Context: an optimization exercise on an open-source flow, tuned for small area. The choices shown serve that exercise and are no tape-out recipe.
Where RTL was checked, it was by simulation tests only, not by an equivalence proof against the original.
No driver is modelled on the clock port, so clocking that relies on it looks cheaper here than on a real chip.

== cedar ==
// cordic_dds
module cordic_dds (clk, phase_i, sin_o, cos_o, err_o);
   input         clk;
   input  [15:0] phase_i;
   output [16:0] sin_o, cos_o, err_o;
   reg [1:0] q [0:14];
   always @(posedge clk) q[0] <= phase_i[15:14];
   genvar g;
   generate for (g = 1; g < 15; g = g + 1) begin : qp
      always @(posedge clk) q[g] <= q[g-1];
   end endgenerate
   reg [13:0] z0;
   always @(posedge clk) z0 <= phase_i[13:0];
   reg [14:0] z1;
   reg [13:0] z2;
   reg [12:0] z3;
   reg [11:0] z4;
   reg [10:0] z5;
   reg [9:0] z6;
   reg [8:0] z7;
   reg [7:0] z8;
   reg [6:0] z9;
   reg [5:0] z10;
   reg [4:0] z11;
   reg [3:0] z12;
   reg [3:0] z13;
   reg [2:0] z14;
   always @(posedge clk) z1 <= {1'b0, z0} - 15'd8189;
   always @(posedge clk) z2 <= z1[14] ? z1[13:0] + 14'd4834 : z1[13:0] - 14'd4834;
   always @(posedge clk) z3 <= z2[13] ? z2[12:0] + 13'd2554 : z2[12:0] - 13'd2554;
   always @(posedge clk) z4 <= z3[12] ? z3[11:0] + 12'd1296 : z3[11:0] - 12'd1296;
   always @(posedge clk) z5 <= z4[11] ? z4[10:0] + 11'd650 : z4[10:0] - 11'd650;
   always @(posedge clk) z6 <= z5[10] ? z5[9:0] + 10'd325 : z5[9:0] - 10'd325;
   always @(posedge clk) z7 <= z6[9] ? z6[8:0] + 9'd162 : z6[8:0] - 9'd162;
   always @(posedge clk) z8 <= z7[8] ? z7[7:0] + 8'd81 : z7[7:0] - 8'd81;
   always @(posedge clk) z9 <= z8[7] ? z8[6:0] + 7'd40 : z8[6:0] - 7'd40;
   always @(posedge clk) z10 <= z9[6] ? z9[5:0] + 6'd20 : z9[5:0] - 6'd20;
   always @(posedge clk) z11 <= z10[5] ? z10[4:0] + 5'd10 : z10[4:0] - 5'd10;
  ...
Size in the first run: roughly 360 flip-flops.
clock: 5.0 ns
lec_check: 0
abc_area: 1
abc_clock_period_in_ps: 5000
cap_margin: 20
core_margin: 2
core_utilization: 40
slew_margin: 20
standard.sh (not shown) runs the stock make flow with config.mk's settings and CLKGATE_MAP_FILE= SYNTH_SCRIPT=/design/flow/synth_recipe.tcl, a recipe that flattens the netlist after the stock synthesis.
==> flow/flow/run.sh <==
#!/bin/bash
# Own layout flow: the standard flow (standard synthesis unchanged), with
#  - the port buffers made from sky130_fd_sc_hd__buf_1 cells,
#  - clock tree options passed to clock_tree_synthesis,
#  - power recovery (cell down-sizing on paths with slack) after global routing.
# Each make run writes its full output to a log of its own in the work folder;
# ORFS's per-step logs are under orfs/logs/.
set -euo pipefail
cd "$(dirname "$0")/.."
source flow/knobs.sh
bash standard.sh finish \
  "BUFFER_PORTS_ARGS=$PORT_BUF_ARGS" \
  "CTS_ARGS=$CTS_ARGS" \
  "RECOVER_POWER=$RECOVER" > flow_standard.log 2>&1
==> flow/flow/knobs.sh <==
PORT_BUF_ARGS="-buffer_cell sky130_fd_sc_hd__buf_1"
CTS_ARGS="-sink_clustering_enable -repair_clock_nets -dont_use_dummy_load -buf_list sky130_fd_sc_hd__clkbuf_16 -sink_clustering_size 25 -sink_clustering_max_diameter 120"
RECOVER=0
cedar: flow completed, timing, DRC and antenna clean
#### Input delta (pine over cedar)
==> flow/flow/knobs.sh <==
PORT_BUF_ARGS="-buffer_cell sky130_fd_sc_hd__buf_1"
CTS_ARGS="-sink_clustering_enable -repair_clock_nets -dont_use_dummy_load -buf_list sky130_fd_sc_hd__clkbuf_8 -root_buf sky130_fd_sc_hd__clkbuf_16 -sink_clustering_size 20 -sink_clustering_max_diameter 100"
RECOVER=0
In terms of total wire length after detailed routing, cedar and pine differ only marginally. cedar -> pine: global-route usage flat.

---

== alpha ==
Another version of the RTL of cordic_dds (not shown whole).
Size: ~2700 cells after synthesis, ~360 flip-flops, ~68 I/O pins, roughly 21000 µm² of cells after synthesis.
==> flow/config.mk <==
export PLATFORM = sky130hd
export DESIGN_NAME = cordic_dds
export DESIGN_NICKNAME = cordic_dds
export VERILOG_FILES = /design/flow/design.v
export SDC_FILE = /design/flow/constraint.sdc
export NUM_CORES = 4
export LEC_CHECK = 0
export ABC_AREA = 1
export ABC_CLOCK_PERIOD_IN_PS = 5000
export CAP_MARGIN = 20
export CORE_MARGIN = 2
export CORE_UTILIZATION = 65
export SLEW_MARGIN = 20
==> flow/constraint.sdc <==
create_clock -name core_clock -period 5.0 [get_ports {clk}]
set_input_delay 1.0000 -clock core_clock [delete_from_list [all_inputs] [get_ports {clk}]]
set_output_delay 1.0000 -clock core_clock [all_outputs]
set_load 0.01 [all_outputs]
==> flow/flow/knobs.sh <==
PORT_BUF_ARGS="-buffer_cell sky130_fd_sc_hd__buf_1"
CTS_ARGS="-sink_clustering_enable -repair_clock_nets -dont_use_dummy_load -buf_list sky130_fd_sc_hd__clkbuf_16 -sink_clustering_size 25 -sink_clustering_max_diameter 120"
RECOVER=0
Scripts as last shown in full above: flow/flow/run.sh
alpha went all the way through synthesis, placement and routing and the layout is clean on timing, DRC and antenna.
The inputs of beta differ from those of alpha as listed below.
Settings: CORE_UTILIZATION: 65 -> 40.
## What came out
- alpha vs beta, master of the slowest instance on the critical path: sky130_fd_sc_hd__dfxtp_4 vs sky130_fd_sc_hd__dfxtp_2
- alpha → beta: full die area increased by about 60% relative to the old numbers; sequential cell area closely matched the old numbers; global-route wire length before repair decreased by 2.6% relative to the old numbers.
- Cmp beta vs alpha: final critical-path required period higher in beta
- beta gives more pre-CTS setup slack than alpha did.
No run of this note included a check of the RTL's function; only the layout flow was run.

---

== P ==
Another version of the RTL of cordic_dds (not shown whole).
Size in the first run: ~2800 cells after synthesis, roughly 360 flip-flops, roughly 68 I/O pins, about 21000 sq um of cells after synthesis.
Design cordic_dds, start of the top module:
module cordic_dds (clk, phase_i, sin_o, cos_o, err_o);
   input         clk;
   input  [15:0] phase_i;
   output [16:0] sin_o, cos_o, err_o;
   reg [1:0] q [0:14];
   always @(posedge clk) q[0] <= phase_i[15:14];
   genvar g;
   generate for (g = 1; g < 15; g = g + 1) begin : qp
      always @(posedge clk) q[g] <= q[g-1];
   end endgenerate
   reg [13:0] z0;
   always @(posedge clk) z0 <= phase_i[13:0];
   reg [13:0] u1; reg sd1;
   reg [12:0] u2; reg sd2;
   reg [11:0] u3; reg sd3;
   reg [10:0] u4; reg sd4;
   reg [9:0] u5; reg sd5;
   reg [8:0] u6; reg sd6;
   reg [7:0] u7; reg sd7;
   reg [6:0] u8; reg sd8;
   reg [5:0] u9; reg sd9;
   reg [4:0] u10; reg sd10;
   reg [3:0] u11; reg sd11;
   reg [2:0] u12; reg sd12;
   reg [2:0] u13; reg sd13;
   reg [1:0] u14; reg sd14;
   wire [14:0] v0 = {1'b0, z0} - 15'd8189;
   always @(posedge clk) begin u1 <= v0[13:0] ^ {14{v0[14]}}; sd1 <= v0[14] ^ q[0][0]; end
   wire [14:0] v1 = {1'd0, u1} - 15'd4834;
   always @(posedge clk) begin u2 <= v1[12:0] ^ {13{v1[14]}}; sd2 <= sd1 ^ v1[14]; end
   wire [13:0] v2 = {1'd0, u2} - 14'd2554;
   always @(posedge clk) begin u3 <= v2[11:0] ^ {12{v2[13]}}; sd3 <= sd2 ^ v2[13]; end
   wire [12:0] v3 = {1'd0, u3} - 13'd1296;
   always @(posedge clk) begin u4 <= v3[10:0] ^ {11{v3[12]}}; sd4 <= sd3 ^ v3[12]; end
   wire [11:0] v4 = {1'd0, u4} - 12'd650;
   always @(posedge clk) begin u5 <= v4[9:0] ^ {10{v4[11]}}; sd5 <= sd4 ^ v4[11]; end
   wire [10:0] v5 = {1'd0, u5} - 11'd325;
   always @(posedge clk) begin u6 <= v5[8:0] ^ {9{v5[10]}}; sd6 <= sd5 ^ v5[10]; end
   wire [9:0] v6 = {1'd0, u6} - 10'd162;
   always @(posedge clk) begin u7 <= v6[7:0] ^ {8{v6[9]}}; sd7 <= sd6 ^ v6[9]; end
   wire [8:0] v7 = {1'd0, u7} - 9'd81;
   always @(posedge clk) begin u8 <= v7[6:0] ^ {7{v7[8]}}; sd8 <= sd7 ^ v7[8]; end
   wire [7:0] v8 = {1'd0, u8} - 8'd40;
  ...
Settings: LEC_CHECK=0, ABC_AREA=1, ABC_CLOCK_PERIOD_IN_PS=5000, CAP_MARGIN=20, CORE_MARGIN=2, CORE_UTILIZATION=40, SLEW_MARGIN=20; clock period 5.0 ns.
==> flow/flow/knobs.sh <==
PORT_BUF_ARGS="-buffer_cell sky130_fd_sc_hd__buf_1"
CTS_ARGS="-sink_clustering_enable -repair_clock_nets -dont_use_dummy_load -buf_list sky130_fd_sc_hd__clkbuf_8 -root_buf sky130_fd_sc_hd__clkbuf_16 -sink_clustering_size 15 -sink_clustering_max_diameter 60"
RECOVER=0
Scripts as last shown in full above: flow/flow/run.sh
Relative to P, the following input files were edited for Q:
==> flow/flow/knobs.sh <==
PORT_BUF_ARGS="-buffer_cell sky130_fd_sc_hd__buf_1"
CTS_ARGS="-sink_clustering_enable -repair_clock_nets -dont_use_dummy_load -buf_list sky130_fd_sc_hd__clkbuf_16 -sink_clustering_size 25 -sink_clustering_max_diameter 120"
RECOVER=0
-- flow/config.mk --
<<< P, line 10
export CAP_MARGIN = 20
export CORE_MARGIN = 2
export CORE_UTILIZATION = 40
export SLEW_MARGIN = 20
>>> Q, line 10
export CAP_MARGIN = 20
export CORE_MARGIN = 2
export CORE_UTILIZATION = 50
export PLACE_DENSITY = 0.6
export SLEW_MARGIN = 20
export TNS_END_PERCENT = 0
==> results.txt <==
On Q: cell area after placement is about 0.46% lower than what P gave. Q vs P: fmax down.
Here is what was changed in the inputs of R compared with Q.
==> flow/run.sh (new file) <==
#!/bin/bash
# synth_recipe.tcl (not shown) runs the flow's synth.tcl, then flattens the netlist and writes it again
# the make line also repeats each setting of config.mk as NAME=value (left out here)
make -C /OpenROAD-flow-scripts/flow DESIGN_CONFIG=/design/flow/config.mk WORK_HOME=/design/flow/orfs CLKGATE_MAP_FILE= SYNTH_SCRIPT=/design/flow/synth_recipe.tcl finish
-- flow/config.mk --
<<< Q, line 10
export CAP_MARGIN = 20
export CORE_MARGIN = 2
export CORE_UTILIZATION = 50
export PLACE_DENSITY = 0.6
export SLEW_MARGIN = 20
export TNS_END_PERCENT = 0
>>> R, line 10
export CAP_MARGIN = 20
export CORE_MARGIN = 2
export CORE_UTILIZATION = 40
export CTS_BUF_LIST = sky130_fd_sc_hd__clkbuf_16
export CTS_CLUSTER_DIAMETER = 120
export CTS_CLUSTER_SIZE = 25
export SLEW_MARGIN = 20
removed: flow/flow/run.sh
removed: flow/flow/knobs.sh
removed: flow/standard.sh
## What came out
Changes observed in R relative to Q: number of tap cells added at floorplan saw an increase, number of max-slew violations in the final report was more or less identical, count of input and output buffers did not really move, design area higher.
Inputs modified between R and S:
==> flow/flow/run.sh (new file) <==
#!/bin/bash
# Own layout flow: the standard flow (standard synthesis unchanged), with
#  - the port buffers made from sky130_fd_sc_hd__buf_1 cells,
#  - clock tree options passed to clock_tree_synthesis,
#  - power recovery (cell down-sizing on paths with slack) after global routing.
# Each make run writes its full output to a log of its own in the work folder;
# ORFS's per-step logs are under orfs/logs/.
set -euo pipefail
cd "$(dirname "$0")/.."
source flow/knobs.sh
bash standard.sh finish \
  "BUFFER_PORTS_ARGS=$PORT_BUF_ARGS" \
  "CTS_ARGS=$CTS_ARGS" \
  "RECOVER_POWER=$RECOVER" > flow_standard.log 2>&1
==> flow/flow/knobs.sh (new file) <==
PORT_BUF_ARGS="-buffer_cell sky130_fd_sc_hd__buf_1"
CTS_ARGS="-sink_clustering_enable -repair_clock_nets -dont_use_dummy_load -buf_list sky130_fd_sc_hd__clkbuf_16 -sink_clustering_size 25 -sink_clustering_max_diameter 120"
RECOVER=0
==> flow/standard.sh (new file) <==
#!/bin/bash
# synth_recipe.tcl (not shown) runs the flow's synth.tcl, then flattens the netlist and writes it again
# the make line also repeats each setting of config.mk as NAME=value (left out here)
make -C /OpenROAD-flow-scripts/flow DESIGN_CONFIG=/design/flow/config.mk WORK_HOME=/design/flow/orfs CLKGATE_MAP_FILE= SYNTH_SCRIPT=/design/flow/synth_recipe.tcl "${@:-finish}"
-- flow/config.mk --
<<< R, line 11
export CORE_MARGIN = 2
export CORE_UTILIZATION = 40
export CTS_BUF_LIST = sky130_fd_sc_hd__clkbuf_16
export CTS_CLUSTER_DIAMETER = 120
export CTS_CLUSTER_SIZE = 25
export SLEW_MARGIN = 20
>>> S, line 11
export CORE_MARGIN = 2
export CORE_UTILIZATION = 40
export SLEW_MARGIN = 20
removed: flow/run.sh
Results
On worst hold slack, S does worse than R.
S against R: setup slack has decreased.
Compared to R, S has cell area 560 sq um lower.
Changes observed in S relative to R: time the final worst path needs with I/O delays and setup went up by 0.017 ns, share of the clock period used by the worst path after layout went up by 0.34 points, maximum clock rate went down by about 0.37%.
Delta (S minus R): fraction of area in multi-input gates increased 1.2 points, clock buffer count from CTS decreased 1.

---

## yarrow
Another version of the RTL of cordic_dds (not shown whole).
Size: ~2500 cells after synthesis, about 450 flip-flops, roughly 25000 um2 of cells after synthesis.
// cordic_dds
module cordic_dds (clk, phase_i, sin_o, cos_o, err_o);
   input         clk;
   input  [15:0] phase_i;
   output [16:0] sin_o, cos_o, err_o;
   reg [1:0] q [0:14];
   always @(posedge clk) q[0] <= phase_i[15:14];
   genvar g;
   generate for (g = 1; g < 15; g = g + 1) begin : qp
      always @(posedge clk) q[g] <= q[g-1];
   end endgenerate
   reg [13:0] z0;
   always @(posedge clk) z0 <= phase_i[13:0];
   reg [14:0] z1;
   reg [13:0] z2;
   reg [12:0] z3;
   reg [11:0] z4;
   reg [10:0] z5;
   reg [9:0] z6;
   reg [8:0] z7;
   reg [7:0] z8;
   reg [6:0] z9;
   reg [5:0] z10;
   reg [4:0] z11;
   reg [3:0] z12;
   reg [3:0] z13;
   reg [2:0] z14;
   always @(posedge clk) z1 <= {1'b0, z0} - 15'd8189;
   always @(posedge clk) z2 <= z1[14] ? z1[13:0] + 14'd4834 : z1[13:0] - 14'd4834;
   always @(posedge clk) z3 <= z2[13] ? z2[12:0] + 13'd2554 : z2[12:0] - 13'd2554;
   always @(posedge clk) z4 <= z3[12] ? z3[11:0] + 12'd1296 : z3[11:0] - 12'd1296;
   always @(posedge clk) z5 <= z4[11] ? z4[10:0] + 11'd650 : z4[10:0] - 11'd650;
  ...
export LEC_CHECK = 0
export CAP_MARGIN = 20
export CORE_MARGIN = 2
export CORE_UTILIZATION = 40
export CTS_BUF_LIST = sky130_fd_sc_hd__clkbuf_16
export CTS_CLUSTER_DIAMETER = 80
export CTS_CLUSTER_SIZE = 35
export SLEW_MARGIN = 20
create_clock -name core_clock -period 5.0 [get_ports {clk}]
run.sh (not shown) runs the stock make flow with config.mk's settings and CLKGATE_MAP_FILE= SYNTH_SCRIPT=/design/flow/synth_recipe.tcl, a recipe that flattens the netlist after the stock synthesis.
Stock flow here: none of the scripts above is used.
yarrow finished all stages; the layout is clean.
Changes in ember relative to yarrow:
Settings: changing CORE_UTILIZATION from 40 to 60; changing CTS_CLUSTER_DIAMETER from 80 to 100; changing CTS_CLUSTER_SIZE from 35 to 30.
Notes after the runs:
ember: met1 usage in global routing higher than yarrow
Min multi-input combinational area share across ember and yarrow: yarrow
ember against yarrow; area of the core is down by more than a quarter.
The register clock-pin slew on the reported worst setup and hold paths on ember is in line with that on yarrow.
~same area used by sequential logic in the layout in ember and yarrow
In the tables for ember and yarrow, biggest cell delay along the critical path reads higher with yarrow.
Delta (ember minus yarrow): data required time of the worst path shrank by 0.06 ns.
Higher global-route total usage across every layer among ember and yarrow: ember
On area share of buffers outside the clock network, yarrow tracks ember almost exactly.
diff inputs: ember => amber
Settings: removing CTS_CLUSTER_SIZE (formerly 30); changing CORE_UTILIZATION from 60 to 40; removing CTS_CLUSTER_DIAMETER (formerly 100); removing CTS_BUF_LIST (formerly sky130_fd_sc_hd__clkbuf_16).
### Flow results
- Between ember and amber, number of placed instances with taps included increased.
- Re wire length on met2: amber and ember aren't equal, and the lower value belongs to amber.
- On slew at the pin closest to its max-slew limit: between amber and ember, it ends up higher for ember.
- When amber is measured against ember, its worst-path maximum fanout turns out 4 lower.
- On clock skew, amber and ember are basically level.

[port drivers added, routing unchanged]
The flow's constraints put no driver on any port. The routed layouts listed below were extracted and timed again, unchanged, in two steps.
Step 1, drivers: a clkbuf_16 drives clk and a buf_2 each remaining input, both assumed.
Step 2 times the ports against the registers' clock, not the clock port: input delays grow and output delays shrink by t, the midpoint of the rising clock arrivals with the driver on.
Slacks: ideal ports / drivers / drivers and shift; pairs: ideal ports / drivers.
run | t (ns) | setup slack, ns | worst setup path at the end | worst slew at a driven data input, ns
cedar | 0.571 | 0.482 / 0.482 / 0.482 | register to register | 0.03
pine | 0.567 | 0.477 / 0.477 / 0.477 | register to register | 0.04
alpha | 0.559 | 0.499 / 0.499 / 0.499 | register to register | 0.03
beta | 0.555 | 0.457 / 0.457 / 0.457 | register to register | 0.03
P | 0.548 | 0.459 / 0.459 / 0.459 | register to register | 0.04
Q | 0.559 | 0.367 / 0.367 / 0.367 | register to register | 0.04
R | 0.598 | 0.423 / 0.423 / 0.423 | register to register | 0.04
S | 0.563 | 0.407 / 0.407 / 0.407 | register to register | 0.04
yarrow | 0.644 | 0.421 / 0.421 / 0.421 | register to register | 0.04
ember | 0.601 | 0.469 / 0.469 / 0.469 | register to register | 0.03
amber | 0.639 | 0.414 / 0.414 / 0.414 | register to register | 0.04
After both steps setup and hold are still met in every run listed.
